From an optimization exercise on the open Yosys and OpenROAD flow, aimed at small area, a short achievable clock period and few clock cycles per item; shortcuts taken in it are not production practice.
In this exercise RTL edits were held to simulation tests only and were not proved equivalent to the original.
No activity file was given, so power comes from the tool's default toggle rates.

==> flow/design.v (outline; a module is shown in full before it is edited, if it fits) <==
// module lstm: 209 lines
// module gate: 94 lines
// module dot_prod: 452 lines
// module booth_enc: 25 lines
// module weightRAM: 10 lines
// module sigmoid: 22 lines
// module tanh: 22 lines
module lstm (inputVec, trainingFlag, clock, reset, newSample, dataoutReady, outputVec);
  // ...
==> flow/weights.hex <==
001b7ff4ffeac40132
006080396ffb6bfda1
005d7fc8400203fd1e
ff548049100e1bfeb5
000d7fd8500d840451
00f90012000c1ffbfd
ffb7bfea3ffad80010
000000000000000000
ffebfffffff64bfbc6
febdbfff60077ffae8
fea8ffa96004b402b3
ff59003d0ff4980527
004a404f8ff07fff1d
ff5c003c7015bffc39
0078ffefaffe3000fe
000000000000000000
fecb3ffcf0104402e8
ff7f80284ff1cbfe3f
ffa9ffd81014fc0369
ff26c02d2005e003f2
feabbff5aff4a3fb32
00ca00020ff8cbfcef
0207c085f01dd00832
000000000000000000
0069ffb81fed4bfabc
feadffd67002f7fbc9
00aec0563ff7e8006a
fee10047b008e7fc79
ffef8026601233fac0
ff70403540050c044a
0035c00b20047fff81
000000000000000000
==> flow/flow/run.sh <==
#!/bin/bash
# The standard layout (standard.sh: the standard synthesis and ORFS
# flow, unchanged), with a larger setup-repair margin so that repair_timing
# keeps improving paths past what the 12 ns period alone asks for.
# ORFS writes each step's full log under orfs/logs; make's output goes to
# standard.log here.
bash standard.sh SETUP_SLACK_MARGIN=${FLOW_SETUP_MARGIN:-8.4} finish > standard.log 2>&1
==> flow/standard.sh <==
#!/bin/bash
# synth_recipe.tcl (not shown) runs the flow's synth.tcl, then flattens the netlist and writes it again
# the make line also repeats each setting of config.mk as NAME=value (left out here)
make -C /OpenROAD-flow-scripts/flow DESIGN_CONFIG=/design/flow/config.mk WORK_HOME=/design/flow/orfs CLKGATE_MAP_FILE= SYNTH_SCRIPT=/design/flow/synth_recipe.tcl "${@:-finish}"
==> flow/config.mk <==
export PLATFORM = sky130hd
export DESIGN_NAME = lstm
export DESIGN_NICKNAME = lstm
export VERILOG_FILES = /design/flow/design.v
export SDC_FILE = /design/flow/constraint.sdc
export NUM_CORES = 4
export LEC_CHECK = 0
export ABC_AREA = 1
export CAP_MARGIN = 20
export CORE_MARGIN = 2
export CORE_UTILIZATION = 45
export PLACE_DENSITY = 0.6
export SETUP_SLACK_MARGIN = 5
export SLEW_MARGIN = 20
==> flow/constraint.sdc <==
create_clock -name core_clock -period 12.0 [get_ports {clock}]
set_input_delay 2.4000 -clock core_clock [delete_from_list [all_inputs] [get_ports {clock}]]
set_output_delay 2.4000 -clock core_clock [all_outputs]
set_load 0.01 [all_outputs]
==> summary.txt, run 1 <==
Run status
  – Outcome: finished clean

Global routing
  – Met3 Track Usage GR: 0.0710
  – GR Util met1: 0.492
  – First-pass GRT wire length: 380,000 um
  – GR Overflow Total: 0

Detailed routing
  – Max layer used: met5
  – Avg WL per Cell: 25.0 um
  – Drt drc: 0

Power and ir drop
  – Pwr top: combinational logic
  – Comb pwr: 15.9 mW
  – Worst IR drop on VDD: approximately 0.00022 V
  – Seq. pwr: just over 5 mW
  – Clock power share: 0.128

Die
  – I/O pin count: 113

Placement
  – DP HPWL: slightly above 200,000 um

Clock network
  – Reg clk slew, reported paths: 60 ps
  – Clk latency of the worst-skew pair: around 730 ps
  – Post-CTS sizing: 647
  – Post-CTS setup buffer count: 124

Min path
  – HP Start: U[3].LANE.bneg[1]

Layout
  – Top cell category: multi-input combinational cells
  – Sequential cell count: 857
  – Most common cell after layout, fill and taps aside: nand2_1
  – Multi-input combinational area share: 0.540

Yosys
  – Leading area contributor after synthesis: dfxtp_1

Worst setup path
  – Worst path depth: 1
  – Worst Path Max Fanout: 2
  – Critical Path End: outputVec[29]
Testbench counts, summed over its fixed seeds: cycles 13,128, items 320.
==> inputs of run 2 (changes only) <==
--- a/flow/config.mk
+++ b/flow/config.mk
@@ -9,6 +9,6 @@
 export CAP_MARGIN = 20
 export CORE_MARGIN = 2
-export CORE_UTILIZATION = 45
-export PLACE_DENSITY = 0.6
+export CORE_UTILIZATION = 60
+export PLACE_DENSITY = 0.75
 export SETUP_SLACK_MARGIN = 5
 export SLEW_MARGIN = 20
==> summary.txt, run 2 <==
Run status
  – Outcome: finished clean (unchanged)

STA
  – RSZ-0062 raised after global routing: yes (unchanged)
  – Clock skew: 32.3 ps (was 40.5 ps)
  – Final TNS setup: 0 ps (unchanged)
  – Ratio of final minimum period to clock period: 0.306 (was 0.310)
  – Final min period: 3680 ps (was 3720 ps)
  – # setup viols final: 0 (unchanged)
  – Slew Limit Fails: 0 (unchanged)
  – Slew HR: 0.281 (was 0.0838)
  – Final Hold Fails: 0 (unchanged)
  – Slew @ Worst Pin: 1070 ps (was 1360 ps)
  – FMAX: 0.272 GHz (was 0.269 GHz)

Run
  – Max Cap Viol: 0 (unchanged)

Detailed routing
  – Via count: 62,316 (was 59,205)
  – Initial drt markers: 8,505 (was 6,153)
  – Avg WL per Cell: 25.7 um (was 25.0 um)
  – Drt drc: 0 (unchanged)
  – Post-route ant nets: 0 (unchanged)
  – WL final: 257,000 um (was 261,000 um)
  – Vias/cell: 6.22 (was 5.67)
  – First-pass detailed-route iteration total: 12 (was 6)

Clock network
  – Clk latency of the worst-skew pair: 720 ps (was 730 ps)
  – Reg clk slew, reported paths: 60 ps (about the same)
  – CTS Hold Bufs: 0 (unchanged)
  – CTS Sinks: 857 (unchanged)
  – H-tree depth: 3 (unchanged)
  – TritonCTS buffer count: 95 (was 99)
  – CTS tree: yes (unchanged)
  – CTS root buffer: clkbuf_16 (unchanged)
  – Clock buffer depth: 3 (unchanged)

Die
  – Die area: 114,000 um2 (was 151,000 um2)
  – Num rows: 122 (was 141)
  – Core area: 110,000 um2 (was 147,000 um2)
  – Chip width: 337 um (was 389 um)
  – I/O pin count: 113 (unchanged)
  – Chip Height: 337 um (was 389 um)
  – Initial Util: 0.604 (was 0.452)

Power and ir drop
  – PD cells: 319 nW/um2 (was 318 nW/um2)
  – Total power: 24.0 mW (about the same)
  – Leak pwr: 35.5 nW (was 35.4 nW)
  – Worst IR drop on VDD: 0.000266 V (was 0.000225 V)

Global routing
  – GR Util met1: 0.579 (was 0.492)
  – First-pass GRT wire length: 366,000 um (was 380,000 um)
  – Gr busiest metal: met2 (unchanged)
  – Largest net degree at the start of global routing: 74 (was 75)
  – Vias in the first global route: 58,666 (was 56,616)
  – Met3 Track Usage GR: 0.155 (was 0.0710)
  – Initial antenna violation count: 21 (was 16)
  – GRT met2 Usage: 0.630 (was 0.503)
  – GRT Total Usage: 0.433 (was 0.339)
  – GR Overflow Total: 0 (unchanged)

Min path
  – Hold/Removal Path Class: flop to flop (unchanged)
  – Hold Path Depth: 2 (was 0)
  – HP Start: U[1].LANE.gv[0] (was U[3].LANE.bneg[1])
  – Hold EP: U[1].LANE.A[0] (was U[3].LANE.S[2])

Yosys
  – Most used DFF post-synth: dfxtp_1 (unchanged)
  – Sequential share of the synthesized area: 0.293 (unchanged)
  – Fraction of registers with async set/reset: 0 (unchanged)
  – Synth Instances: 8,279 (unchanged)
  – Synth warn: 5 (unchanged)
  – Yosys cell types: 70 (unchanged)
  – Most frequent cell after synthesis: nand2_1 (unchanged)
  – Mapped Area: 66,700 um2 (unchanged)
  – EDFF count, synth: 240 (unchanged)
  – Mean Syn Cell Area: 8.05 um2 (unchanged)
  – Top cells by area, synth: dfxtp_1 (19%), fa_1 (15%), edfxtp_1 (11%) (unchanged)
  – Yosys top cell area share: 0.185 (unchanged)
  – Seq cells post-synth: 857 (unchanged)
  – Syn Nets: 9,135 (unchanged)
  – Leading area contributor after synthesis: dfxtp_1 (unchanged)
  – Commonest cells post-synth: nand2_1 (1,432), inv_1 (1,380), xor2_1 (637) (unchanged)

Layout
  – Most frequent cells in the layout: nand2_1 (1,412), inv_1 (1,325), xor2_1 (634), dfxtp_1 (494), fa_1 (480) (was nand2_1 (1,414), inv_1 (1,335), xor2_1 (635), dfxtp_1 (502), fa_1 (484))
  – Fin area: 75,400 um2 (was 75,600 um2)
  – Layout cells sized above 1: 0.116 (was 0.111)
  – Nets: 9,289 (was 9,277)
  – Filler cell count: 8,872 (was 14,231)
  – Top Registers: U.LANE.R x116, U.LANE.S x116, U.LANE.C x112 (unchanged)
  – Most common cell after layout, fill and taps aside: nand2_1 (unchanged)
  – Seq. cell area: 19,900 um2 (about the same)
  – Non-filler cells, final: 10,016 (was 10,441)
  – Area of the multi-input gates: 40,800 um2 (about the same)
  – Synth-to-Final Area Change: 13.1% (was 13.4%)

Worst setup path
  – Worst path required time: 12,420 ps (was 9600 ps)
  – Reg-to-reg slack, setup: 8320 ps (was 8410 ps)
  – Start point of the critical path: U[3].LANE.kk[0] (was U[1].LANE.h[11])
  – Crit path kind: flop to flop (was flop to output pin)
  – Worst r2r path cells: 15 (was 10)
  – R2R Path End: U[3].LANE.gv[16] (was U[3].LANE.S[15])
  – Critical path endpoint category: flop (was output pin)
  – WP data arrival: 4100 ps (was 1320 ps)
  – Worst R2R Start: U[3].LANE.kk[0] (was U[3].LANE.A[7])
  – Worst Path Max Fanout: 10 (was 2)
  – Startpoint Class: flop (unchanged)

Placement
  – I/O Buffers: 111 (unchanged)
  – Placed Area: 68,800 um2 (was 69,300 um2)
  – DP HPWL: 187,000 um (was 203,000 um)
  – Routability cong.: 1.09 (was 1.03)
  – Inst Count DP: 9,601 (was 10,047)
[run 2: cell type report]
type / count / share of cell area
diodes: 14 / 0.000465
clock buffers: 124 / 0.0368
clock inverters: 54 / 0.00758
inverters: 1459 / 0.0772
multi-input cells: 5626 / 0.541
flip-flops and latches: 857 / 0.264
well taps: 1488 / 0.0247
repair buffers: 389 / 0.0484
repair inverters: 5 / 0.000398
[run 2: logic make-up (layout without fill, tap and decap cells)]
kind of cell	after synthesis	in the layout	share of synthesized area
AOI/OAI and AO/OA	1504	1504	0.133
xor gates and xnor gates	704	704	0.0926
adders and majority gates	816	816	0.208
buffers and inverters	1796	2031	0.103
DFF	857	857	0.293
muxes	12	12	0.00195
other	0	14	0
and+or+nand+nor	2590	2590	0.168
[run 2: per-layer routing]
metal	routed length (um)	up-vias
li1	-	27241
met1	97400	29625
met2	106000	4429
met3	38100	993
met4	15400	28
met5	220	-
[run 2: how the worst max path moves through the flow]
| stage | cells past startpoint | slack (ps) | to |
|---|---|---|---|
| final | 15 | 8320 | U[3].LANE.gv[16] |
| after CTS | 15 | 8300 | U[3].LANE.R[28] |
| after global placement | 8 | 7270 | U[1].LANE.A[14] |
| after floorplan | 11 | 8400 | ROM.bias[47] |
| after global routing | 15 | 8230 | U[3].LANE.gv[16] |
| after detailed placement | 8 | 7360 | U[1].LANE.A[14] |
[run 2: what timing repair did]
item,in CTS,in global routing
pin swaps,5,28
hold endpoints to repair,0,0
resized for setup,603,222
setup endpoints to repair,452,350
gates cloned,3,8
buffers inserted,107,105
[run 2: worst max-delay path: stages, from the launching register on]
cell and delay, ps:
dfxtp_4 360, buf_12 160, buf_16 210, buf_4 210
nand2_1 60, inv_1 80, fa_1 420, ha_2 400
nand2_1 120, o21ai_0 270, a21oi_2 70, inv_1 110
a21oi_4 90, buf_4 140, o41ai_1 470, xor2_1 170
[run 2: per-stage QoR]
step / util / setup slack (ps) / hold WS [ps]
2_1_floorplan: - / 8400 / 329
3_3_place_gp: 0.623 / 7270 / 446
3_5_place_dp: 0.623 / 7360 / 446
4_1_cts: 0.666 / 8300 / 462
5_1_grt: 0.683 / 8230 / 474
6_report: 0.683 / 8320 / 461
[run 2: report_power, final]
group / internal, mW / switching [mW] / leakage [nW]
Clock: 1.80 / 1.35 / 1.64
Combinational: 5.53 / 10.3 / 26.5
Sequential: 4.39 / 0.665 / 7.33
Total: 11.7 / 12.3 / 35.5
==> module lstm, before the edit <==
module lstm (inputVec, trainingFlag, clock, reset, newSample, dataoutReady, outputVec);
    input  [35:0] inputVec;
    input         trainingFlag;
    input         clock;
    input         reset;
    input         newSample;
    output reg    dataoutReady;
    output [71:0] outputVec;
    localparam LAST = 6'd40;
    reg        busy;
    reg [5:0]  cnt;
    wire [5:0] cnt_n = reset ? 6'd0 : busy ? (cnt == LAST ? 6'd0 : cnt + 6'd1) : (newSample ? 6'd1 : 6'd0);
    wire [5:0] cnt_p = busy ? cnt + 6'd1 : 6'd1;
    wire [5:0] cnt_pp = (busy && cnt != LAST) ? cnt + 6'd2 : 6'd1;
    reg  [2:0] xsrc_n, bsrc_n, esrc_n;
    reg        psrc_n, ntanh_n;
    reg  [4:0] waddr_n;
    reg  [2:0] xsrc;
    reg  [2:0] bsrc_r, esrc_r;
    reg        psrc_r, ntanh_r;
    reg  [4:0] waddr;
    always @(*) begin
        xsrc_n = 3'd0; bsrc_n = 3'd0; esrc_n = 3'd0; psrc_n = 1'b0; ntanh_n = 1'b0; waddr_n = 5'd0;
        case (cnt_pp)
            6'd1: begin xsrc_n = 3'd0; bsrc_n = 3'd0; esrc_n = 3'd1; psrc_n = 1'b0; ntanh_n = 1'b0; waddr_n = 5'd0; end   
            6'd2: begin xsrc_n = 3'd1; bsrc_n = 3'd0; esrc_n = 3'd0; psrc_n = 1'b0; ntanh_n = 1'b0; waddr_n = 5'd1; end   
            6'd3: begin xsrc_n = 3'd2; bsrc_n = 3'd0; esrc_n = 3'd0; psrc_n = 1'b0; ntanh_n = 1'b0; waddr_n = 5'd2; end   
            6'd4: begin xsrc_n = 3'd3; bsrc_n = 3'd0; esrc_n = 3'd0; psrc_n = 1'b0; ntanh_n = 1'b0; waddr_n = 5'd3; end   
            6'd5: begin xsrc_n = 3'd4; bsrc_n = 3'd0; esrc_n = 3'd0; psrc_n = 1'b0; ntanh_n = 1'b0; waddr_n = 5'd4; end   
            6'd6: begin xsrc_n = 3'd5; bsrc_n = 3'd0; esrc_n = 3'd0; psrc_n = 1'b0; ntanh_n = 1'b0; waddr_n = 5'd5; end   
            6'd7: begin xsrc_n = 3'd0; bsrc_n = 3'd0; esrc_n = 3'd1; psrc_n = 1'b0; ntanh_n = 1'b0; waddr_n = 5'd8; end   
            6'd8: begin xsrc_n = 3'd1; bsrc_n = 3'd0; esrc_n = 3'd0; psrc_n = 1'b0; ntanh_n = 1'b0; waddr_n = 5'd9; end   
            6'd9: begin xsrc_n = 3'd0; bsrc_n = 3'd1; esrc_n = 3'd2; psrc_n = 1'b0; ntanh_n = 1'b1; waddr_n = 5'd0; end   
            6'd10: begin xsrc_n = 3'd2; bsrc_n = 3'd0; esrc_n = 3'd0; psrc_n = 1'b0; ntanh_n = 1'b0; waddr_n = 5'd10; end   
            6'd11: begin xsrc_n = 3'd0; bsrc_n = 3'd2; esrc_n = 3'd3; psrc_n = 1'b0; ntanh_n = 1'b1; waddr_n = 5'd0; end   
            6'd12: begin xsrc_n = 3'd3; bsrc_n = 3'd0; esrc_n = 3'd0; psrc_n = 1'b0; ntanh_n = 1'b0; waddr_n = 5'd11; end   
            6'd13: begin xsrc_n = 3'd4; bsrc_n = 3'd0; esrc_n = 3'd0; psrc_n = 1'b0; ntanh_n = 1'b0; waddr_n = 5'd12; end   
            6'd14: begin xsrc_n = 3'd5; bsrc_n = 3'd0; esrc_n = 3'd0; psrc_n = 1'b0; ntanh_n = 1'b0; waddr_n = 5'd13; end   
            6'd15: begin xsrc_n = 3'd0; bsrc_n = 3'd0; esrc_n = 3'd1; psrc_n = 1'b0; ntanh_n = 1'b0; waddr_n = 5'd16; end   
            6'd16: begin xsrc_n = 3'd1; bsrc_n = 3'd0; esrc_n = 3'd0; psrc_n = 1'b0; ntanh_n = 1'b0; waddr_n = 5'd17; end   
            6'd17: begin xsrc_n = 3'd0; bsrc_n = 3'd1; esrc_n = 3'd2; psrc_n = 1'b0; ntanh_n = 1'b0; waddr_n = 5'd0; end   
            6'd18: begin xsrc_n = 3'd2; bsrc_n = 3'd0; esrc_n = 3'd0; psrc_n = 1'b0; ntanh_n = 1'b0; waddr_n = 5'd18; end   
            6'd19: begin xsrc_n = 3'd0; bsrc_n = 3'd2; esrc_n = 3'd3; psrc_n = 1'b0; ntanh_n = 1'b0; waddr_n = 5'd0; end   
            6'd20: begin xsrc_n = 3'd3; bsrc_n = 3'd0; esrc_n = 3'd0; psrc_n = 1'b0; ntanh_n = 1'b0; waddr_n = 5'd19; end   
            6'd21: begin xsrc_n = 3'd0; bsrc_n = 3'd2; esrc_n = 3'd0; psrc_n = 1'b0; ntanh_n = 1'b0; waddr_n = 5'd0; end   
            6'd22: begin xsrc_n = 3'd4; bsrc_n = 3'd0; esrc_n = 3'd0; psrc_n = 1'b0; ntanh_n = 1'b0; waddr_n = 5'd20; end   
            6'd23: begin xsrc_n = 3'd5; bsrc_n = 3'd0; esrc_n = 3'd0; psrc_n = 1'b0; ntanh_n = 1'b0; waddr_n = 5'd21; end   
            6'd24: begin xsrc_n = 3'd0; bsrc_n = 3'd0; esrc_n = 3'd1; psrc_n = 1'b0; ntanh_n = 1'b0; waddr_n = 5'd24; end   
            6'd25: begin xsrc_n = 3'd1; bsrc_n = 3'd0; esrc_n = 3'd0; psrc_n = 1'b0; ntanh_n = 1'b0; waddr_n = 5'd25; end   
            6'd26: begin xsrc_n = 3'd0; bsrc_n = 3'd1; esrc_n = 3'd2; psrc_n = 1'b0; ntanh_n = 1'b0; waddr_n = 5'd0; end   
            6'd27: begin xsrc_n = 3'd2; bsrc_n = 3'd0; esrc_n = 3'd0; psrc_n = 1'b0; ntanh_n = 1'b0; waddr_n = 5'd26; end   
            6'd28: begin xsrc_n = 3'd0; bsrc_n = 3'd2; esrc_n = 3'd3; psrc_n = 1'b0; ntanh_n = 1'b0; waddr_n = 5'd0; end   
            6'd29: begin xsrc_n = 3'd3; bsrc_n = 3'd0; esrc_n = 3'd0; psrc_n = 1'b0; ntanh_n = 1'b0; waddr_n = 5'd27; end   
            6'd30: begin xsrc_n = 3'd0; bsrc_n = 3'd2; esrc_n = 3'd4; psrc_n = 1'b0; ntanh_n = 1'b0; waddr_n = 5'd0; end   
            6'd31: begin xsrc_n = 3'd4; bsrc_n = 3'd0; esrc_n = 3'd0; psrc_n = 1'b0; ntanh_n = 1'b0; waddr_n = 5'd28; end   
            6'd32: begin xsrc_n = 3'd5; bsrc_n = 3'd0; esrc_n = 3'd0; psrc_n = 1'b0; ntanh_n = 1'b0; waddr_n = 5'd29; end   
            6'd34: begin xsrc_n = 3'd0; bsrc_n = 3'd1; esrc_n = 3'd2; psrc_n = 1'b1; ntanh_n = 1'b1; waddr_n = 5'd0; end   
            6'd35: begin xsrc_n = 3'd0; bsrc_n = 3'd1; esrc_n = 3'd2; psrc_n = 1'b0; ntanh_n = 1'b0; waddr_n = 5'd0; end   
            6'd36: begin xsrc_n = 3'd0; bsrc_n = 3'd2; esrc_n = 3'd3; psrc_n = 1'b1; ntanh_n = 1'b1; waddr_n = 5'd0; end   
            6'd37: begin xsrc_n = 3'd0; bsrc_n = 3'd2; esrc_n = 3'd3; psrc_n = 1'b0; ntanh_n = 1'b0; waddr_n = 5'd0; end   
            6'd39: begin xsrc_n = 3'd0; bsrc_n = 3'd2; esrc_n = 3'd0; psrc_n = 1'b0; ntanh_n = 1'b0; waddr_n = 5'd0; end   
            default: ;
        endcase
    end
    wire start = !busy && newSample && !reset;
    always @(*) begin
        if (reset) begin
            bsrc_r = 3'd0; esrc_r = 3'd1; psrc_r = 1'b0; ntanh_r = 1'b0;
        end else if (start) begin
            bsrc_r = 3'd0; esrc_r = 3'd0; psrc_r = 1'b0; ntanh_r = 1'b0;
        end else begin
            bsrc_r = bsrc_n; esrc_r = esrc_n; psrc_r = psrc_n; ntanh_r = ntanh_n;
        end
    end
    always @(posedge clock) begin
        if (reset) begin
            xsrc <= 3'd0; waddr <= 5'd0;
        end else if (start) begin
            xsrc <= 3'd1; waddr <= 5'd1;
        end else begin
            xsrc <= xsrc_n; waddr <= waddr_n;
        end
    end
    reg [1:0] asel_n;
    reg [1:0] kk_n;
    reg [4:0] en_n;    
    always @(*) begin
        asel_n = 2'd0;
        case (cnt_p)
            6'd1: asel_n = 2'd0;   
            6'd2: asel_n = 2'd0;   
            6'd3: asel_n = 2'd0;   
            6'd4: asel_n = 2'd0;   
            6'd5: asel_n = 2'd0;   
            6'd6: asel_n = 2'd0;   
            6'd7: asel_n = 2'd0;   
            6'd8: asel_n = 2'd0;   
            6'd9: asel_n = 2'd1;   
            6'd10: asel_n = 2'd0;   
            6'd11: asel_n = 2'd1;   
            6'd12: asel_n = 2'd0;   
            6'd13: asel_n = 2'd0;   
            6'd14: asel_n = 2'd0;   
            6'd15: asel_n = 2'd0;   
            6'd16: asel_n = 2'd0;   
            6'd17: asel_n = 2'd1;   
            6'd18: asel_n = 2'd0;   
            6'd19: asel_n = 2'd1;   
            6'd20: asel_n = 2'd0;   
            6'd21: asel_n = 2'd3;   
            6'd22: asel_n = 2'd0;   
            6'd23: asel_n = 2'd0;   
            6'd24: asel_n = 2'd0;   
            6'd25: asel_n = 2'd0;   
            6'd26: asel_n = 2'd1;   
            6'd27: asel_n = 2'd0;   
            6'd28: asel_n = 2'd1;   
            6'd29: asel_n = 2'd0;   
            6'd30: asel_n = 2'd2;   
            6'd31: asel_n = 2'd0;   
            6'd32: asel_n = 2'd0;   
            6'd34: asel_n = 2'd2;   
            6'd35: asel_n = 2'd1;   
            6'd36: asel_n = 2'd2;   
            6'd37: asel_n = 2'd1;   
            6'd39: asel_n = 2'd3;   
            default: ;
        endcase
    end
    always @(*) begin
        kk_n = 2'd0; en_n = 5'd0;
        case (cnt_p)
            6'd2: begin kk_n = 2'd0; en_n = 5'b00001; end   
            6'd3: begin kk_n = 2'd3; en_n = 5'b00001; end   
            6'd4: begin kk_n = 2'd2; en_n = 5'b00001; end   
            6'd5: begin kk_n = 2'd3; en_n = 5'b00001; end   
            6'd6: begin kk_n = 2'd3; en_n = 5'b00001; end   
            6'd7: begin kk_n = 2'd3; en_n = 5'b00011; end   
            6'd8: begin kk_n = 2'd0; en_n = 5'b00001; end   
            6'd9: begin kk_n = 2'd3; en_n = 5'b00001; end   
            6'd10: begin kk_n = 2'd0; en_n = 5'b00000; end   
            6'd11: begin kk_n = 2'd2; en_n = 5'b00001; end   
            6'd12: begin kk_n = 2'd0; en_n = 5'b00100; end   
            6'd13: begin kk_n = 2'd3; en_n = 5'b00001; end   
            6'd14: begin kk_n = 2'd3; en_n = 5'b00001; end   
            6'd15: begin kk_n = 2'd3; en_n = 5'b00011; end   
            6'd16: begin kk_n = 2'd0; en_n = 5'b00001; end   
            6'd17: begin kk_n = 2'd3; en_n = 5'b00001; end   
            6'd18: begin kk_n = 2'd0; en_n = 5'b00000; end   
            6'd19: begin kk_n = 2'd2; en_n = 5'b00001; end   
            6'd20: begin kk_n = 2'd0; en_n = 5'b00000; end   
            6'd21: begin kk_n = 2'd3; en_n = 5'b00001; end   
            6'd22: begin kk_n = 2'd0; en_n = 5'b00100; end   
            6'd23: begin kk_n = 2'd3; en_n = 5'b00001; end   
            6'd24: begin kk_n = 2'd3; en_n = 5'b00011; end   
            6'd25: begin kk_n = 2'd0; en_n = 5'b00001; end   
            6'd26: begin kk_n = 2'd3; en_n = 5'b00001; end   
            6'd27: begin kk_n = 2'd0; en_n = 5'b00000; end   
            6'd28: begin kk_n = 2'd2; en_n = 5'b00001; end   
            6'd29: begin kk_n = 2'd0; en_n = 5'b00000; end   
            6'd30: begin kk_n = 2'd3; en_n = 5'b00001; end   
            6'd31: begin kk_n = 2'd0; en_n = 5'b01000; end   
            6'd32: begin kk_n = 2'd3; en_n = 5'b00001; end   
            6'd33: begin kk_n = 2'd3; en_n = 5'b00011; end   
            6'd35: begin kk_n = 2'd0; en_n = 5'b00000; end   
            6'd36: begin kk_n = 2'd0; en_n = 5'b00000; end   
            6'd37: begin kk_n = 2'd0; en_n = 5'b00100; end   
            6'd38: begin kk_n = 2'd0; en_n = 5'b00000; end   
            6'd40: begin kk_n = 2'd0; en_n = 5'b10000; end   
            default: ;
        endcase
    end
    wire [4:0] en_r = reset ? 5'd0 : en_n;
    always @(posedge clock) begin
        cnt <= cnt_n;
        if (reset) begin
            busy <= 1'b0;
            dataoutReady <= 1'b0;
        end else begin
            dataoutReady <= busy && cnt == LAST;
            if (busy) busy <= cnt != LAST;
            else busy <= newSample;
        end
    end
    wire [17:0] h_q [0:3];
    reg  [17:0] xb;
    always @(*) begin
        case (xsrc)
            3'd0:    xb = inputVec[17:0];
            3'd1:    xb = inputVec[35:18];
            3'd2:    xb = h_q[0];
            3'd3:    xb = h_q[1];
            3'd4:    xb = h_q[2];
            default: xb = h_q[3];
        endcase
    end
    wire [71:0] wrow, brow;
    weightRAM ROM (.addr(waddr), .baddr({waddr[4:3], 3'd6}), .word(wrow), .bias(brow));
    genvar r;
    generate
        for (r = 0; r < 4; r = r + 1) begin : U
            gate LANE (.clock(clock), .reset(reset), .xb(xb),
                       .w_n(wrow[18*r +: 13]), .bias_n(brow[18*r +: 18]),
                       .bsrc_n(bsrc_r), .esrc_n(esrc_r), .psrc_n(psrc_r), .ntanh_n(ntanh_r),
                       .asel_n(asel_n), .kk_n(kk_n), .en_n(en_r), .h(h_q[r]));
            assign outputVec[18*r +: 18] = h_q[r];
        end
    endgenerate
endmodule
==> module gate, before the edit <==
module gate (clock, reset, xb, w_n, bias_n, bsrc_n, esrc_n, psrc_n, ntanh_n,
             asel_n, kk_n, en_n, h);
    input             clock, reset;
    input      [17:0] xb;
    input      [12:0] w_n;
    input      [17:0] bias_n;
    input      [2:0]  bsrc_n, esrc_n;
    input             psrc_n, ntanh_n;
    input      [1:0]  asel_n;
    input      [1:0]  kk_n;
    input      [4:0]  en_n;
    output reg [17:0] h;
    localparam A_XB = 2'd0, A_GV = 2'd1, A_C = 2'd2, A_ZR = 2'd3;
    localparam B_W = 3'd0, B_P2 = 3'd1, B_Y = 3'd2, B_ZR = 3'd3;
    localparam E_ZERO = 3'd0, E_BIAS = 3'd1, E_P1 = 3'd2, E_P0 = 3'd3, E_ZR = 3'd4;
    reg  [2:0]  bsrc, esrc;
    reg         psrc, ntanh;
    reg  [1:0]  kk;
    reg  [4:0]  en;
    always @(posedge clock) begin
        bsrc <= bsrc_n; esrc <= esrc_n; psrc <= psrc_n; ntanh <= ntanh_n;
        kk <= kk_n; en <= en_n;
    end
    reg  [28:0] R;
    reg  [17:0] gv, c;
    reg  [12:0] zr;
    wire [28:0] Y;
    wire [17:0] pv = psrc ? c : gv;
    wire [2:0]  si, ti;
    wire [17:0] sp2, sp1, sp0, tp2, tp1, tp0;
    sigmoid SG (.operand(pv), .idx(si), .sel(si), .p2(sp2), .p1(sp1), .p0(sp0));
    tanh    TG (.operand(pv), .idx(ti), .sel(ti), .p2(tp2), .p1(tp1), .p0(tp0));
    wire [17:0] p2 = ntanh ? tp2 : sp2;
    wire [17:0] p1 = ntanh ? tp1 : sp1;
    wire [17:0] p0 = ntanh ? tp0 : sp0;
    reg  [12:0] b_n;
    always @(*) begin
        case (bsrc)
            B_W:     b_n = w_n;
            B_P2:    b_n = p2[12:0];
            B_Y:     b_n = Y[23:11];
            default: b_n = zr;
        endcase
    end
    wire [6:0] bone_n, btwo_n, bneg_n;
    booth_enc ENC (.b(b_n), .bone(bone_n), .btwo(btwo_n), .bneg(bneg_n));
    reg  [6:0] bone, btwo, bneg;
    reg [17:0] eq;
    always @(posedge clock) begin
        bone <= bone_n;
        btwo <= btwo_n;
        bneg <= bneg_n;
        case (esrc)
            E_BIAS:  eq <= bias_n;
            E_P1:    eq <= p1;
            E_P0:    eq <= p0;
            E_ZR:    eq <= {{5{zr[12]}}, zr};
            default: eq <= 18'd0;
        endcase
    end
    reg [17:0] A;
    always @(posedge clock) begin
        case (asel_n)
            A_XB:    A <= xb;
            A_GV:    A <= gv;
            A_C:     A <= c;
            default: A <= {{5{zr[12]}}, zr};
        endcase
    end
    wire [28:0] s_n, c_n;
    dot_prod CSA (.a(A), .bone(bone), .btwo(btwo), .bneg(bneg), .e(eq), .s(s_n), .c(c_n));
    reg  [28:0] S, C;
    always @(posedge clock) begin
        S <= s_n;
        C <= c_n;
    end
    wire [28:0] K = {R[28:11] & {18{kk[1]}}, R[10:0] & {11{kk[0]}}};
    wire [28:0] ks = S ^ C ^ K;
    wire [28:0] kc = (S & C) | (S & K) | (C & K);
    wire [28:0] Y3 = ks + {kc[27:0], 1'b0};
    assign Y = S + C;              
    always @(posedge clock) begin
        if (en[0]) R  <= Y3;
        if (en[1]) gv <= Y3[28:11];
        if (en[2]) zr <= Y[23:11];
        if (reset) begin
            c <= 18'd0;
            h <= 18'd0;
        end else begin
            if (en[3]) c <= Y[28:11];
            if (en[4]) h <= Y[28:11];
        end
    end
endmodule
==> inputs of run 3 (changes only) <==
--- a/flow/design.v
+++ b/flow/design.v
@@ -31,7 +31,7 @@
             6'd7: begin xsrc_n = 3'd0; bsrc_n = 3'd0; esrc_n = 3'd1; psrc_n = 1'b0; ntanh_n = 1'b0; waddr_n = 5'd8; end   
             6'd8: begin xsrc_n = 3'd1; bsrc_n = 3'd0; esrc_n = 3'd0; psrc_n = 1'b0; ntanh_n = 1'b0; waddr_n = 5'd9; end   
-            6'd9: begin xsrc_n = 3'd0; bsrc_n = 3'd1; esrc_n = 3'd2; psrc_n = 1'b0; ntanh_n = 1'b1; waddr_n = 5'd0; end   
+            6'd9: begin xsrc_n = 3'd2; bsrc_n = 3'd1; esrc_n = 3'd2; psrc_n = 1'b0; ntanh_n = 1'b1; waddr_n = 5'd0; end   
             6'd10: begin xsrc_n = 3'd2; bsrc_n = 3'd0; esrc_n = 3'd0; psrc_n = 1'b0; ntanh_n = 1'b0; waddr_n = 5'd10; end   
-            6'd11: begin xsrc_n = 3'd0; bsrc_n = 3'd2; esrc_n = 3'd3; psrc_n = 1'b0; ntanh_n = 1'b1; waddr_n = 5'd0; end   
+            6'd11: begin xsrc_n = 3'd2; bsrc_n = 3'd2; esrc_n = 3'd3; psrc_n = 1'b0; ntanh_n = 1'b1; waddr_n = 5'd0; end   
             6'd12: begin xsrc_n = 3'd3; bsrc_n = 3'd0; esrc_n = 3'd0; psrc_n = 1'b0; ntanh_n = 1'b0; waddr_n = 5'd11; end   
             6'd13: begin xsrc_n = 3'd4; bsrc_n = 3'd0; esrc_n = 3'd0; psrc_n = 1'b0; ntanh_n = 1'b0; waddr_n = 5'd12; end   
@@ -39,25 +39,25 @@
             6'd15: begin xsrc_n = 3'd0; bsrc_n = 3'd0; esrc_n = 3'd1; psrc_n = 1'b0; ntanh_n = 1'b0; waddr_n = 5'd16; end   
             6'd16: begin xsrc_n = 3'd1; bsrc_n = 3'd0; esrc_n = 3'd0; psrc_n = 1'b0; ntanh_n = 1'b0; waddr_n = 5'd17; end   
-            6'd17: begin xsrc_n = 3'd0; bsrc_n = 3'd1; esrc_n = 3'd2; psrc_n = 1'b0; ntanh_n = 1'b0; waddr_n = 5'd0; end   
+            6'd17: begin xsrc_n = 3'd2; bsrc_n = 3'd1; esrc_n = 3'd2; psrc_n = 1'b0; ntanh_n = 1'b0; waddr_n = 5'd0; end   
             6'd18: begin xsrc_n = 3'd2; bsrc_n = 3'd0; esrc_n = 3'd0; psrc_n = 1'b0; ntanh_n = 1'b0; waddr_n = 5'd18; end   
-            6'd19: begin xsrc_n = 3'd0; bsrc_n = 3'd2; esrc_n = 3'd3; psrc_n = 1'b0; ntanh_n = 1'b0; waddr_n = 5'd0; end   
+            6'd19: begin xsrc_n = 3'd2; bsrc_n = 3'd2; esrc_n = 3'd3; psrc_n = 1'b0; ntanh_n = 1'b0; waddr_n = 5'd0; end   
             6'd20: begin xsrc_n = 3'd3; bsrc_n = 3'd0; esrc_n = 3'd0; psrc_n = 1'b0; ntanh_n = 1'b0; waddr_n = 5'd19; end   
-            6'd21: begin xsrc_n = 3'd0; bsrc_n = 3'd2; esrc_n = 3'd0; psrc_n = 1'b0; ntanh_n = 1'b0; waddr_n = 5'd0; end   
+            6'd21: begin xsrc_n = 3'd2; bsrc_n = 3'd2; esrc_n = 3'd0; psrc_n = 1'b0; ntanh_n = 1'b0; waddr_n = 5'd0; end   
             6'd22: begin xsrc_n = 3'd4; bsrc_n = 3'd0; esrc_n = 3'd0; psrc_n = 1'b0; ntanh_n = 1'b0; waddr_n = 5'd20; end   
             6'd23: begin xsrc_n = 3'd5; bsrc_n = 3'd0; esrc_n = 3'd0; psrc_n = 1'b0; ntanh_n = 1'b0; waddr_n = 5'd21; end   
             6'd24: begin xsrc_n = 3'd0; bsrc_n = 3'd0; esrc_n = 3'd1; psrc_n = 1'b0; ntanh_n = 1'b0; waddr_n = 5'd24; end   
             6'd25: begin xsrc_n = 3'd1; bsrc_n = 3'd0; esrc_n = 3'd0; psrc_n = 1'b0; ntanh_n = 1'b0; waddr_n = 5'd25; end   
-            6'd26: begin xsrc_n = 3'd0; bsrc_n = 3'd1; esrc_n = 3'd2; psrc_n = 1'b0; ntanh_n = 1'b0; waddr_n = 5'd0; end   
+            6'd26: begin xsrc_n = 3'd2; bsrc_n = 3'd1; esrc_n = 3'd2; psrc_n = 1'b0; ntanh_n = 1'b0; waddr_n = 5'd0; end   
             6'd27: begin xsrc_n = 3'd2; bsrc_n = 3'd0; esrc_n = 3'd0; psrc_n = 1'b0; ntanh_n = 1'b0; waddr_n = 5'd26; end   
-            6'd28: begin xsrc_n = 3'd0; bsrc_n = 3'd2; esrc_n = 3'd3; psrc_n = 1'b0; ntanh_n = 1'b0; waddr_n = 5'd0; end   
+            6'd28: begin xsrc_n = 3'd2; bsrc_n = 3'd2; esrc_n = 3'd3; psrc_n = 1'b0; ntanh_n = 1'b0; waddr_n = 5'd0; end   
             6'd29: begin xsrc_n = 3'd3; bsrc_n = 3'd0; esrc_n = 3'd0; psrc_n = 1'b0; ntanh_n = 1'b0; waddr_n = 5'd27; end   
-            6'd30: begin xsrc_n = 3'd0; bsrc_n = 3'd2; esrc_n = 3'd4; psrc_n = 1'b0; ntanh_n = 1'b0; waddr_n = 5'd0; end   
+            6'd30: begin xsrc_n = 3'd2; bsrc_n = 3'd2; esrc_n = 3'd4; psrc_n = 1'b0; ntanh_n = 1'b0; waddr_n = 5'd0; end   
             6'd31: begin xsrc_n = 3'd4; bsrc_n = 3'd0; esrc_n = 3'd0; psrc_n = 1'b0; ntanh_n = 1'b0; waddr_n = 5'd28; end   
             6'd32: begin xsrc_n = 3'd5; bsrc_n = 3'd0; esrc_n = 3'd0; psrc_n = 1'b0; ntanh_n = 1'b0; waddr_n = 5'd29; end   
-            6'd34: begin xsrc_n = 3'd0; bsrc_n = 3'd1; esrc_n = 3'd2; psrc_n = 1'b1; ntanh_n = 1'b1; waddr_n = 5'd0; end   
-            6'd35: begin xsrc_n = 3'd0; bsrc_n = 3'd1; esrc_n = 3'd2; psrc_n = 1'b0; ntanh_n = 1'b0; waddr_n = 5'd0; end   
-            6'd36: begin xsrc_n = 3'd0; bsrc_n = 3'd2; esrc_n = 3'd3; psrc_n = 1'b1; ntanh_n = 1'b1; waddr_n = 5'd0; end   
-            6'd37: begin xsrc_n = 3'd0; bsrc_n = 3'd2; esrc_n = 3'd3; psrc_n = 1'b0; ntanh_n = 1'b0; waddr_n = 5'd0; end   
-            6'd39: begin xsrc_n = 3'd0; bsrc_n = 3'd2; esrc_n = 3'd0; psrc_n = 1'b0; ntanh_n = 1'b0; waddr_n = 5'd0; end   
+            6'd34: begin xsrc_n = 3'd2; bsrc_n = 3'd1; esrc_n = 3'd2; psrc_n = 1'b1; ntanh_n = 1'b1; waddr_n = 5'd0; end   
+            6'd35: begin xsrc_n = 3'd2; bsrc_n = 3'd1; esrc_n = 3'd2; psrc_n = 1'b0; ntanh_n = 1'b0; waddr_n = 5'd0; end   
+            6'd36: begin xsrc_n = 3'd2; bsrc_n = 3'd2; esrc_n = 3'd3; psrc_n = 1'b1; ntanh_n = 1'b1; waddr_n = 5'd0; end   
+            6'd37: begin xsrc_n = 3'd2; bsrc_n = 3'd2; esrc_n = 3'd3; psrc_n = 1'b0; ntanh_n = 1'b0; waddr_n = 5'd0; end   
+            6'd39: begin xsrc_n = 3'd2; bsrc_n = 3'd2; esrc_n = 3'd0; psrc_n = 1'b0; ntanh_n = 1'b0; waddr_n = 5'd0; end   
             default: ;
         endcase
@@ -186,13 +186,13 @@
     reg  [17:0] xb;
     always @(*) begin
-        case (xsrc)
-            3'd0:    xb = inputVec[17:0];
-            3'd1:    xb = inputVec[35:18];
-            3'd2:    xb = h_q[0];
-            3'd3:    xb = h_q[1];
-            3'd4:    xb = h_q[2];
+        case (xsrc[1:0])
+            2'd2:    xb = h_q[0];
+            2'd3:    xb = h_q[1];
+            2'd0:    xb = h_q[2];
             default: xb = h_q[3];
         endcase
     end
+    wire        use_x = xsrc[2:1] == 2'd0;
+    wire [17:0] xin = xsrc[0] ? inputVec[35:18] : inputVec[17:0];
     wire [71:0] wrow, brow;
     weightRAM ROM (.addr(waddr), .baddr({waddr[4:3], 3'd6}), .word(wrow), .bias(brow));
@@ -200,5 +200,5 @@
     generate
         for (r = 0; r < 4; r = r + 1) begin : U
-            gate LANE (.clock(clock), .reset(reset), .xb(xb),
+            gate LANE (.clock(clock), .reset(reset), .xb(xb), .xin(xin), .use_x(use_x),
                        .w_n(wrow[18*r +: 13]), .bias_n(brow[18*r +: 18]),
                        .bsrc_n(bsrc_r), .esrc_n(esrc_r), .psrc_n(psrc_r), .ntanh_n(ntanh_r),
@@ -208,8 +208,9 @@
     endgenerate
 endmodule
-module gate (clock, reset, xb, w_n, bias_n, bsrc_n, esrc_n, psrc_n, ntanh_n,
+module gate (clock, reset, xb, xin, use_x, w_n, bias_n, bsrc_n, esrc_n, psrc_n, ntanh_n,
              asel_n, kk_n, en_n, h);
     input             clock, reset;
-    input      [17:0] xb;
+    input      [17:0] xb, xin;
+    input             use_x;
     input      [12:0] w_n;
     input      [17:0] bias_n;
@@ -269,12 +270,15 @@
     end
     reg [17:0] A;
-    always @(posedge clock) begin
+    reg [17:0] A_n;
+    always @(*) begin
         case (asel_n)
-            A_XB:    A <= xb;
-            A_GV:    A <= gv;
-            A_C:     A <= c;
-            default: A <= {{5{zr[12]}}, zr};
+            A_XB:    A_n = xb;
+            A_GV:    A_n = gv;
+            A_C:     A_n = c;
+            default: A_n = {{5{zr[12]}}, zr};
         endcase
     end
+    always @(posedge clock)
+        A <= use_x ? xin : A_n;
     wire [28:0] s_n, c_n;
     dot_prod CSA (.a(A), .bone(bone), .btwo(btwo), .bneg(bneg), .e(eq), .s(s_n), .c(c_n));
--- a/flow/flow/run.sh
+++ b/flow/flow/run.sh
@@ -5,3 +5,3 @@
 # ORFS writes each step's full log under orfs/logs; make's output goes to
 # standard.log here.
-bash standard.sh SETUP_SLACK_MARGIN=${FLOW_SETUP_MARGIN:-8.4} finish > standard.log 2>&1
+bash standard.sh SETUP_SLACK_MARGIN=${FLOW_SETUP_MARGIN:-8.6} finish > standard.log 2>&1
--- a/flow/config.mk
+++ b/flow/config.mk
@@ -9,6 +9,6 @@
 export CAP_MARGIN = 20
 export CORE_MARGIN = 2
-export CORE_UTILIZATION = 60
-export PLACE_DENSITY = 0.75
+export CORE_UTILIZATION = 45
+export PLACE_DENSITY = 0.6
 export SETUP_SLACK_MARGIN = 5
 export SLEW_MARGIN = 20
==> summary.txt, run 3 <==
Clock network
  – Clk latency of the worst-skew pair: 750 ps (was 720 ps)
  – Reg clk slew, reported paths: 60 ps (about the same)
  – CTS Hold Bufs: 0 (unchanged)
  – TritonCTS buffer count: 100 (was 95)
  – CTS root buffer: clkbuf_16 (unchanged)
  – Clock buffer depth: 3 (unchanged)
  – CTS tree: yes (unchanged)
  – CTS Sinks: 858 (was 857)
  – H-tree depth: 3 (unchanged)

Layout
  – Top Registers: U.LANE.R x116, U.LANE.S x116, U.LANE.C x112 (unchanged)
  – Layout cells sized above 1: 0.162 (was 0.116)
  – Seq. cell area: 20,100 um2 (was 19,900 um2)
  – Most frequent cells in the layout: nand2_1 (1,488), inv_1 (1,338), xor2_1 (622), fa_1 (477), a21oi_1 (456) (was nand2_1 (1,412), inv_1 (1,325), xor2_1 (634), dfxtp_1 (494), fa_1 (480))
  – Area of the multi-input gates: 43,000 um2 (was 40,800 um2)
  – Synth-to-Final Area Change: 19.4% (was 13.1%)
  – Nets: 9,819 (was 9,289)
  – Filler cell count: 14,160 (was 8,872)
  – Most common cell after layout, fill and taps aside: nand2_1 (unchanged)
  – Fin area: 80,900 um2 (was 75,400 um2)

STA
  – RSZ-0062 raised after global routing: yes (unchanged)
  – Final Hold Fails: 0 (unchanged)
  – Slew @ Worst Pin: 1200 ps (was 1070 ps)
  – WHS: 506 ps (was 461 ps)
  – Final min period: 3730 ps (was 3680 ps)
  – Ratio of final minimum period to clock period: 0.311 (was 0.306)
  – FMAX: 0.268 GHz (was 0.272 GHz)
  – Final TNS setup: 0 ps (unchanged)
  – Fin worst setup slack: 8270 ps (was 8320 ps)
  – Slew HR: 0.191 (was 0.281)
  – Clock skew: 43.5 ps (was 32.3 ps)
  – Slew Limit Fails: 0 (unchanged)
  – # setup viols final: 0 (unchanged)

Worst setup path
  – Reg-to-reg slack, setup: 8560 ps (was 8320 ps)
  – Worst path bufs/invs: 1 (was 6)
  – Crit-path cells: buf_6 (was buf_12 > buf_16 > buf_4 > nand2_1 > inv_1 > fa_1 > ha_2 > nand2_1 > o21ai_0 > a21oi_2 > inv_1 > a21oi_4 > buf_4 > o41ai_1 > xor2_1)
  – Startpoint Class: flop (unchanged)
  – Worst R2R Start: U[1].LANE.A[16] (was U[3].LANE.kk[0])
  – Worst path required time: 9600 ps (was 12,420 ps)
  – Worst Path Max Fanout: 2 (was 10)
  – Crit path kind: flop to output pin (was flop to flop)
  – Worst r2r path cells: 10 (was 15)
  – CP delay by family, top: flip-flops (was buffers and inverters)
  – Largest stage delay on the critical path: 450 ps (was 470 ps)
  – CP max-delay cell: dfxtp_4 (was o41ai_1)
  – Critical path endpoint category: output pin (was flop)
  – WP data arrival: 1330 ps (was 4100 ps)
  – R2R Path End: U[1].LANE.S[16] (was U[3].LANE.gv[16])

Detailed routing
  – Post-route ant nets: 1 (was 0)
  – Initial drt markers: 7,386 (was 8,505)
  – Vias/cell: 5.79 (was 6.22)
  – Avg WL per Cell: 26.2 um (was 25.7 um)
  – Drt drc: 0 (unchanged)
  – WL final: 290,000 um (was 257,000 um)
  – First-pass detailed-route iteration total: 9 (was 12)
  – Via count: 64,144 (was 62,316)

Power and ir drop
  – Total power: 24.5 mW (was 24.0 mW)
  – Clock power share: 0.133 (was 0.131)
  – Comb pwr share: 0.662 (was 0.659)
  – Internal Power: 12.1 mW (was 11.7 mW)
  – P_sw: 12.4 mW (was 12.3 mW)
  – PD cells: 303 nW/um2 (was 319 nW/um2)
  – Flop pwr share: 0.204 (was 0.210)
  – Worst IR drop on VDD: 0.000167 V (was 0.000266 V)
  – Switching Fraction: 0.505 (was 0.513)
  – Leak pwr: 37.7 nW (was 35.5 nW)

Yosys
  – Top cells by area, synth: dfxtp_1 (18%), fa_1 (14%), edfxtp_1 (11%) (was dfxtp_1 (19%), fa_1 (15%), edfxtp_1 (11%))
  – Yosys top cell area share: 0.182 (was 0.185)
  – Synth Instances: 8,636 (was 8,279)
  – Synth warn: 5 (unchanged)
  – Syn Nets: 9,495 (was 9,135)
  – Fraction of registers with async set/reset: 0 (unchanged)
  – Yosys cell types: 59 (was 70)
  – Mapped Area: 67,800 um2 (was 66,700 um2)
  – Most used DFF post-synth: dfxtp_1 (unchanged)
  – Most frequent cell after synthesis: nand2_1 (unchanged)
  – Leading area contributor after synthesis: dfxtp_1 (unchanged)
  – Sequential share of the synthesized area: 0.289 (was 0.293)
  – EDFF count, synth: 240 (unchanged)
  – Seq cells post-synth: 858 (was 857)
  – Mean Syn Cell Area: 7.85 um2 (was 8.05 um2)
  – Commonest cells post-synth: nand2_1 (1,555), inv_1 (1,433), xor2_1 (635) (was nand2_1 (1,432), inv_1 (1,380), xor2_1 (637))

Placement
  – Placed Area: 70,600 um2 (was 68,800 um2)
  – I/O Buffers: 111 (unchanged)
  – Routability cong.: 1.04 (was 1.09)
  – DP HPWL: 215,000 um (was 187,000 um)
  – Pre-CTS WS: 7280 ps (was 7360 ps)

Min path
  – Hold/Removal Path Class: flop to flop (unchanged)
  – Hold EP: U[0].LANE.C[0] (was U[1].LANE.A[0])
  – HP Start: U[0].LANE.bneg[0] (was U[1].LANE.gv[0])
  – Hold Path Depth: 0 (was 2)

Die
  – Die area: 154,000 um2 (was 114,000 um2)
  – Chip Height: 392 um (was 337 um)
  – Num rows: 142 (was 122)
  – Core area: 150,000 um2 (was 110,000 um2)
  – Initial Util: 0.453 (was 0.604)
  – I/O pin count: 113 (unchanged)
  – Chip width: 392 um (was 337 um)

Global routing
  – Vias in the first global route: 60,991 (was 58,666)
  – GRT Total Usage: 0.363 (was 0.433)
  – Met3 Track Usage GR: 0.0836 (was 0.155)
  – First-pass GRT wire length: 407,000 um (was 366,000 um)
  – GRT met2 Usage: 0.569 (was 0.630)
  – Gr busiest metal: met2 (unchanged)
  – Initial antenna violation count: 12 (was 21)
  – Largest net degree at the start of global routing: 90 (was 74)
  – GR Overflow Total: 0 (unchanged)
  – GR Util met1: 0.454 (was 0.579)

Run
  – Max Cap Viol: 0 (unchanged)

Run status
  – Outcome: failed layout checks (was finished clean)
  – Failing Checks: antenna violations
run 3: cell types whose count changed in the layout (fill, tap and decap cells not counted), sizes merged, moves of 26 or more:
cell    change
buf       +166
nand2     +123
a21oi     +111
o21ai      +81
nand3b     -46
nor2       +35
inv        +32
nand3      +26
run 3: timing repair:
item | in CTS | in global routing
gates cloned | 13 | 11
pin swaps | 39 | 98
setup endpoints to repair | 638 | 498
gates resized for setup | 942 | 432
buffers inserted | 198 | 163
run 3: kinds of logic (layout without fill, tap and decap cells):
logic type | Yosys count | in the layout | synth area share
other cells | 0 | 11 | 0
mux | 11 | 11 | 0.00175
xor+xnor | 701 | 701 | 0.0908
compound gates | 1660 | 1660 | 0.139
fa+ha+maj | 819 | 819 | 0.205
simple gates | 2718 | 2720 | 0.169
buf+inv | 1869 | 2278 | 0.105
flops | 858 | 858 | 0.289
run 3: layout make-up:
cell class                 instances  area share
clock buffer                     120      0.0338
tap                             2016      0.0312
inverter                        1518      0.0772
timing repair inverter             4    0.000371
antenna                           11    0.000340
timing repair buffer             567      0.0679
clock inverter                    69     0.00966
multi-input combinational       5911       0.531
sequential                       858       0.248
run 3: power groups by stage:
stage / registers, mW / logic (mW) / clock network (mW)
final: 5.01 / 16.2 / 3.27
after global routing: 5.07 / 17.9 / 3.41
after CTS: 5.02 / 15.0 / 3.30
after detailed placement: 5.07 / 14.3 / 0
after global placement: 5.07 / 14.1 / 0
after floorplan: 4.75 / 9.62 / 0
run 3: through the flow:
stage	utilization	std cells
floorplan	-	8636
global placement	0.472	10489
detailed placement	0.472	10489
CTS	0.519	10889
global route	0.540	11065
finish	0.540	11074
run 3: worst register-to-register path: stages, from the launching register on:
cell and delay, ps:
dfxtp_4 370, clkinvlp_4 270, o22ai_2 270, xor2_1 120, fa_1 570, inv_1 100, fa_1 520, inv_1 50
fa_1 530, inv_1 60, fa_1 460
run 3: worst max path at each step:
stage | startpoint | to | slack (ps) | depth (start not counted)
floorplan | newSample | ROM.bias[42] | 8560 | 10
global placement | U[3].LANE.kk[1] | U[0].LANE.R[28] | 7330 | 16
CTS | U[0].LANE.h[17] | outputVec[17] | 8260 | 1
global route | U[3].LANE.h[13] | outputVec[67] | 8280 | 1
detailed placement | U[3].LANE.kk[1] | U[0].LANE.R[28] | 7280 | 16
finish | U[3].LANE.h[13] | outputVec[67] | 8270 | 1
run 3: per-layer routing:
layer	share of wire	up-vias
li1	-	28630
met1	0.38	31023
met2	0.44	3610
met3	0.11	873
met4	0.074	8
met5	0.00017	-
Testbench counts of run 3, summed over its fixed seeds: cycles 13,128, items 320.
==> inputs of run 4 (changes only) <==
==> flow/flow/run.sh (replaced) <==
#!/bin/bash
# The standard layout (standard.sh: the standard synthesis and ORFS
# flow, unchanged), with a larger setup-repair margin so that repair_timing
# keeps improving paths past what the 12 ns period alone asks for, and
# plain buffers (buf_4) as the port buffers instead of the delay cells the
# resizer picks by default.  ORFS writes each step's full log under
# orfs/logs; make's output goes to standard.log here.
bash standard.sh SETUP_SLACK_MARGIN=${FLOW_SETUP_MARGIN:-8.6} \
  "BUFFER_PORTS_ARGS=-buffer_cell sky130_fd_sc_hd__buf_4" finish > standard.log 2>&1
==> summary.txt, run 4 <==
Run status
  – Outcome: finished clean (was failed layout checks)

Clock network
  – Reg clk slew, reported paths: 60 ps (about the same)
  – Clk latency of the worst-skew pair: 720 ps (was 750 ps)
  – TritonCTS buffer count: 101 (was 100)
  – H-tree depth: 3 (unchanged)
  – CTS Sinks: 858 (unchanged)
  – CTS root buffer: clkbuf_16 (unchanged)
  – CTS tree: yes (unchanged)
  – Clock buffer depth: 3 (unchanged)

Yosys
  – Seq cells post-synth: 858 (unchanged)
  – Most used DFF post-synth: dfxtp_1 (unchanged)
  – Yosys cell types: 59 (unchanged)
  – Synth warn: 5 (unchanged)
  – Fraction of registers with async set/reset: 0 (unchanged)
  – Synth Instances: 8,636 (unchanged)
  – Mean Syn Cell Area: 7.85 um2 (unchanged)
  – Mapped Area: 67,800 um2 (unchanged)
  – Yosys top cell area share: 0.182 (unchanged)
  – Sequential share of the synthesized area: 0.289 (unchanged)
  – EDFF count, synth: 240 (unchanged)
  – Syn Nets: 9,495 (unchanged)
  – Leading area contributor after synthesis: dfxtp_1 (unchanged)
  – Top cells by area, synth: dfxtp_1 (18%), fa_1 (14%), edfxtp_1 (11%) (unchanged)
  – Most frequent cell after synthesis: nand2_1 (unchanged)
  – Commonest cells post-synth: nand2_1 (1,555), inv_1 (1,433), xor2_1 (635) (unchanged)

Layout
  – Area of the multi-input gates: 43,100 um2 (was 43,000 um2)
  – Nets: 9,824 (was 9,819)
  – Final core utilization: 0.539 (was 0.540)
  – Most common cell after layout, fill and taps aside: nand2_1 (unchanged)
  – Top Registers: U.LANE.R x116, U.LANE.S x116, U.LANE.C x112 (unchanged)
  – Filler cell count: 14,240 (was 14,160)
  – Most frequent cells in the layout: nand2_1 (1,491), inv_1 (1,328), xor2_1 (613), fa_1 (471), a21oi_1 (456) (was nand2_1 (1,488), inv_1 (1,338), xor2_1 (622), fa_1 (477), a21oi_1 (456))
  – Layout cells sized above 1: 0.170 (was 0.162)
  – Synth-to-Final Area Change: 19.1% (was 19.4%)
  – Seq. cell area: 20,100 um2 (about the same)

Global routing
  – First-pass GRT wire length: 416,000 um (was 407,000 um)
  – GR Overflow Total: 0 (unchanged)
  – GRT Total Usage: 0.373 (was 0.363)
  – Initial antenna violation count: 11 (was 12)
  – Vias in the first global route: 61,171 (was 60,991)
  – Largest net degree at the start of global routing: 102 (was 90)

Detailed routing
  – Initial drt markers: 7,119 (was 7,386)
  – Via count: 63,975 (was 64,144)
  – First-pass detailed-route iteration total: 7 (was 9)
  – WL final: 295,000 um (was 290,000 um)
  – Vias/cell: 5.78 (was 5.79)
  – Post-route ant nets: 0 (was 1)
  – Avg WL per Cell: 26.6 um (was 26.2 um)
  – Drt drc: 0 (unchanged)

Die
  – Initial Util: 0.453 (unchanged)
  – Die area: 154,000 um2 (unchanged)
  – Num rows: 142 (unchanged)
  – I/O pin count: 113 (unchanged)
  – Chip Height: 392 um (unchanged)
  – Chip width: 392 um (unchanged)
  – Core area: 150,000 um2 (unchanged)

Worst setup path
  – Startpoint Class: flop (unchanged)
  – Critical path endpoint category: output pin (unchanged)
  – Crit-path cells: buf_6 (unchanged)
  – CP delay by family, top: flip-flops (unchanged)
  – Worst path required time: 9600 ps (about the same)
  – Worst Path Max Fanout: 2 (unchanged)
  – Crit path kind: flop to output pin (unchanged)
  – Largest stage delay on the critical path: 450 ps (about the same)
  – WP data arrival: 1290 ps (was 1330 ps)
  – Worst path bufs/invs: 1 (unchanged)
  – CP max-delay cell: dfxtp_4 (unchanged)

Placement
  – Routability cong.: 1.03 (was 1.04)
  – I/O Buffers: 111 (unchanged)
  – DP HPWL: 220,000 um (was 215,000 um)

Power and ir drop
  – Leak pwr: 37.6 nW (was 37.7 nW)
  – Clock power share: 0.129 (was 0.133)
  – PD cells: 304 nW/um2 (was 303 nW/um2)
  – Internal Power: 12.1 mW (about the same)
  – Flop pwr share: 0.205 (was 0.204)
  – Switching Fraction: 0.508 (was 0.505)
  – P_sw: 12.5 mW (was 12.4 mW)
  – Worst IR drop on VDD: 0.000197 V (was 0.000167 V)
  – Comb pwr share: 0.666 (was 0.662)

STA
  – # setup viols final: 0 (unchanged)
  – FMAX: 0.271 GHz (was 0.268 GHz)
  – Clock skew: 39.9 ps (was 43.5 ps)
  – Final TNS setup: 0 ps (unchanged)
  – Final Hold Fails: 0 (unchanged)
  – Slew @ Worst Pin: 1140 ps (was 1200 ps)
  – Ratio of final minimum period to clock period: 0.308 (was 0.311)
  – Slew Limit Fails: 0 (unchanged)
  – RSZ-0062 raised after global routing: yes (unchanged)
  – Final min period: 3690 ps (was 3730 ps)
  – Slew HR: 0.239 (was 0.191)

Min path
  – Hold/Removal Path Class: flop to flop (unchanged)

Run
  – Max Cap Viol: 0 (unchanged)
==> run 4: cell counts after synthesis <==
No cell type changed its count.
==> run 4: area by class of cell <==
type                    count  share of cell area
inverters                1518              0.0778
multi-input cells        5912               0.533
clock inverters            56             0.00593
flip-flops and latches    858               0.249
well taps                2016              0.0312
repair inverters           11            0.000867
clock buffers             134              0.0362
repair buffers            563              0.0654
diodes                      6            0.000186
==> run 4: metal layers <==
metal,part of all wire,track usage,up-vias
li1,-,-,28650
met1,0.38,0.468,30958
met2,0.44,0.583,3525
met3,0.10,0.0841,842
met4,0.075,0.227,0
met5,0,0,-
==> run 4: cells by family (layout without fill, tap and decap cells) <==
kind of cell    count (synthesis)  after routing  share of synthesized area
compound gates               1660           1660                      0.139
mux                            11             11                    0.00175
simple gates                 2718           2721                      0.169
other cells                     0              6                          0
buf+inv                      1869           2282                      0.105
flops                         858            858                      0.289
fa+ha+maj                     819            819                      0.205
xor+xnor                      701            701                     0.0908
==> run 4: final timing paths <==
check	cells after the start	endpoint	start	slack, ps
max	1	outputVec[70]	U[3].LANE.h[16]	8310
min	2	U[0].LANE.c[14]	U[0].LANE.c[14]	520
max reg2reg	11	U[1].LANE.S[16]	U[1].LANE.A[16]	8590
min reg2reg	2	U[0].LANE.c[14]	U[0].LANE.c[14]	520
==> run 4: stage by stage <==
| stage | total power, mW | setup slack, ps | area (um2) | hold WS (ps) | instances |
|---|---|---|---|---|---|
| 2_1_floorplan | 14.4 | 8560 | 67900 | 330 | 8636 |
| 3_3_place_gp | 19.4 | 7260 | 70300 | 494 | 10488 |
| 3_5_place_dp | 19.5 | 7210 | 70300 | 502 | 10488 |
| 4_1_cts | 23.5 | 8310 | 77700 | 447 | 10901 |
| 5_1_grt | 26.5 | 8300 | 80800 | 518 | 11068 |
| 6_report | 24.6 | 8310 | 80800 | 517 | 11074 |
==> run 4: what timing repair did <==
action,CTS,global route
endpoints found under the setup margin,655,438
cloned,15,10
pin swaps,42,123
resized for setup,652,459
hold buffers,0,0
hold endpoints to repair,0,0
setup buffers,208,156
==> run 4: power groups by stage <==
stage / combinational [mW] / sequential (mW) / clock (mW)
final: 16.4 / 5.02 / 3.17
after global routing: 18.1 / 5.09 / 3.32
after CTS: 15.2 / 5.03 / 3.19
after detailed placement: 14.5 / 5.08 / 0
after global placement: 14.3 / 5.07 / 0
after floorplan: 9.62 / 4.75 / 0
==> inputs of run 5 (changes only) <==
--- a/flow/flow/run.sh
+++ b/flow/flow/run.sh
@@ -6,4 +6,4 @@
 # resizer picks by default.  ORFS writes each step's full log under
 # orfs/logs; make's output goes to standard.log here.
-bash standard.sh SETUP_SLACK_MARGIN=${FLOW_SETUP_MARGIN:-8.6} \
+bash standard.sh SETUP_SLACK_MARGIN=${FLOW_SETUP_MARGIN:-8.4} \
   "BUFFER_PORTS_ARGS=-buffer_cell sky130_fd_sc_hd__buf_4" finish > standard.log 2>&1
--- a/flow/config.mk
+++ b/flow/config.mk
@@ -13,2 +13,3 @@
 export SETUP_SLACK_MARGIN = 5
 export SLEW_MARGIN = 20
+export TNS_END_PERCENT = 5
==> summary.txt, run 5 <==
Placement
  – DP HPWL: 218,000 um (was 220,000 um)
  – Inst Count DP: 10,482 (was 10,488)
  – Routability cong.: 1.08 (was 1.03)
  – I/O Buffers: 111 (unchanged)

Clock network
  – Clock buffer depth: 3 (unchanged)
  – Clk latency of the worst-skew pair: 750 ps (was 720 ps)
  – CTS tree: yes (unchanged)
  – TritonCTS buffer count: 102 (was 101)
  – Reg clk slew, reported paths: 60 ps (about the same)
  – CTS Hold Bufs: 0 (unchanged)
  – CTS Sinks: 858 (unchanged)

Die
  – Chip width: 392 um (unchanged)
  – Num rows: 142 (unchanged)
  – I/O pin count: 113 (unchanged)
  – Chip Height: 392 um (unchanged)
  – Die area: 154,000 um2 (unchanged)
  – Initial Util: 0.453 (unchanged)

Global routing
  – GRT met2 Usage: 0.538 (was 0.583)
  – Met3 Track Usage GR: 0.0774 (was 0.0841)
  – Initial antenna violation count: 36 (was 11)
  – First-pass GRT wire length: 404,000 um (was 416,000 um)
  – Largest net degree at the start of global routing: 87 (was 102)
  – GRT Total Usage: 0.362 (was 0.373)

Detailed routing
  – Avg WL per Cell: 26.4 um (was 26.6 um)
  – Initial drt markers: 7,077 (was 7,119)
  – First-pass detailed-route iteration total: 6 (was 7)
  – Vias/cell: 5.75 (was 5.78)

STA
  – Ratio of final minimum period to clock period: 0.317 (was 0.308)
  – Slew Limit Fails: 0 (unchanged)
  – FMAX: 0.263 GHz (was 0.271 GHz)
  – # setup viols final: 0 (unchanged)
  – Clock skew: 32.5 ps (was 39.9 ps)
  – Final min period: 3810 ps (was 3690 ps)
  – RSZ-0062 raised after global routing: yes (unchanged)
  – Fin worst setup slack: 8190 ps (was 8310 ps)

Yosys
  – Leading area contributor after synthesis: dfxtp_1 (unchanged)
  – Synth Area in Adders: 0.205 (unchanged)
  – Top cells by area, synth: dfxtp_1 (18%), fa_1 (14%), edfxtp_1 (11%) (unchanged)
  – Most used DFF post-synth: dfxtp_1 (unchanged)
  – Largest family of logic cells by synthesized area: adder cells (unchanged)
  – Area fraction in compound gates after synthesis: 0.139 (unchanged)
  – Yosys top cell area share: 0.182 (unchanged)
  – Mapped Area: 67,800 um2 (unchanged)
  – EDFF count, synth: 240 (unchanged)
  – Seq cells post-synth: 858 (unchanged)
  – Syn Nets: 9,495 (unchanged)
  – Post-synthesis simple-gate area fraction: 0.169 (unchanged)
  – Fraction of registers with async set/reset: 0 (unchanged)
  – Mean Syn Cell Area: 7.85 um2 (unchanged)

Layout
  – Most common cell after layout, fill and taps aside: nand2_1 (unchanged)
  – Layout cells sized above 1: 0.0907 (was 0.170)
  – Synth-to-Final Area Change: 12.0% (was 19.1%)
  – Top Registers: U.LANE.R x116, U.LANE.S x116, U.LANE.C x112 (unchanged)
  – Nets: 9,544 (was 9,824)
  – Non-filler cells, final: 10,802 (was 11,074)
  – Final core utilization: 0.507 (was 0.539)

Power and ir drop
  – Flop pwr share: 0.212 (was 0.205)
  – Worst IR drop on VDD: 0.000242 V (was 0.000197 V)
  – Total power: 23.8 mW (was 24.6 mW)
  – Internal Power: 11.6 mW (was 12.1 mW)
  – Clock power share: 0.139 (was 0.129)

Min path
  – Hold EP: U[2].LANE.C[0] (was U[0].LANE.c[14])
  – HP Start: U[2].LANE.bneg[0] (was U[0].LANE.c[14])
  – Hold Path Depth: 0 (was 2)
  – Hold/Removal Path Class: flop to flop (unchanged)

Worst setup path
  – Worst r2r path cells: 10 (was 11)
  – Largest stage delay on the critical path: 860 ps (was 450 ps)
  – Critical path endpoint category: flop (was output pin)
  – Worst R2R Start: xsrc[0] (was U[1].LANE.A[16])
  – Crit-path cells: buf_4 > nor2_1 > clkinv_1 > o22ai_1 > a21oi_1 > o21ai_0 > nand2_2 > nand2_1 > nor2_1 > o21ai_0 (was buf_6)

Run status
  – Outcome: finished clean (unchanged)
-- run 5: cell count changes in the layout (fill, tap and decap cells not counted), moves of 37 or more --
cell        delta
buf_4        -150
dfxtp_1      +128
dfxtp_4       -91
inv_1         +83
buf_6         -82
nand2_1       +49
nand2_2       -42
clkinvlp_4    -39
dfxtp_2       -37
ha_1          +37
-- run 5: worst max-delay path by stage --
stage / to / slack [ps]
global placement: U[3].LANE.A[1] / 7240
CTS: U[2].LANE.S[15] / 8170
detailed placement: U[3].LANE.A[1] / 7210
floorplan: U[1].LANE.S[19] / 8390
finish: U[3].LANE.A[1] / 8190
global route: U[2].LANE.R[25] / 8240
-- run 5: worst max-delay path, delay by kind of cell (launching register included) --
kind / cells / cell delay (ps)
AO/OA/AOI/OAI: 4 / 1520
buffers and inverters: 2 / 770
flip-flops: 1 / 300
AND/OR/NAND/NOR: 4 / 1070
-- run 5: kinds of logic (layout without fill, tap and decap cells) --
family / Yosys count / count (layout)
AND/OR/NAND/NOR: 2718 / 2719
buffers and inverters: 1869 / 2006
AO/OA/AOI/OAI: 1660 / 1660
flip-flops: 858 / 858
adder cells (fa/ha/maj): 819 / 819
XOR/XNOR: 701 / 701
multiplexers: 11 / 11
other: 0 / 12
-- run 5: power groups by stage --
stage,clock network (mW),logic (mW),registers [mW]
after floorplan,0,9.62,4.75
after global placement,0,14.8,5.11
after detailed placement,0,14.9,5.10
after CTS,3.35,15.2,5.04
after global routing,3.46,17.2,5.10
final,3.32,15.5,5.04
-- run 5: per-stage QoR --
step | area [um2] | hold WS (ps)
global placement | 70300 | 492
finish | 75900 | 507
detailed placement | 70300 | 501
global route | 75900 | 513
floorplan | 67800 | 329
CTS | 74800 | 505
-- run 5: final cells by class --
type / instances / area [um2]
Clock buffer: 141 / 3020
Multi-Input combinational cell: 5910 / 41600
Sequential cell: 858 / 19700
Timing Repair Buffer: 295 / 2570
Clock inverter: 52 / 567
Antenna cell: 12 / 30.0
Fill cell: 14691 / 73800
Inverter: 1518 / 5940
Tap cell: 2016 / 2520
-- run 5: timing repair --
| action | CTS | global route |
|---|---|---|
| buffers inserted | 37 | 71 |
| setup endpoints to repair | 567 | 524 |
| gates cloned | 5 | 2 |
| hold endpoints to repair | 0 | 0 |
| resized for setup | 158 | 139 |
| pin swaps | 7 | 12 |
-- run 5: metal layers --
metal / part of all wire / routed length, um
met5: 0.00026 / 74
met3: 0.10 / 29500
met2: 0.42 / 120000
met4: 0.052 / 14800
met1: 0.42 / 120000

## afterwards: timing with drivers on the ports
The flow's constraints put no driver on any port. The routed layouts listed below were extracted and timed again, unchanged, in two steps.
Step 1, drivers: a clkbuf_16 drives clock and a buf_2 each remaining input, both assumed.
Step 2, shift: input delay + t, output delay - t, t = (earliest + latest rising clock arrival at the registers) / 2. This alone moves slack from input paths to output paths.
Slacks: no drivers / after step 1 / after step 2; pairs: no drivers / after step 1.
run	t, ns	setup WS [ns]
run 1	0.784	8.284 / 8.208 / 7.659
run 2	0.792	8.322 / 8.241 / 7.634
run 3	0.813	8.269 / 8.183 / 7.855
run 4	0.799	8.307 / 8.217 / 7.948
run 5	0.824	8.193 / 8.138 / 7.499
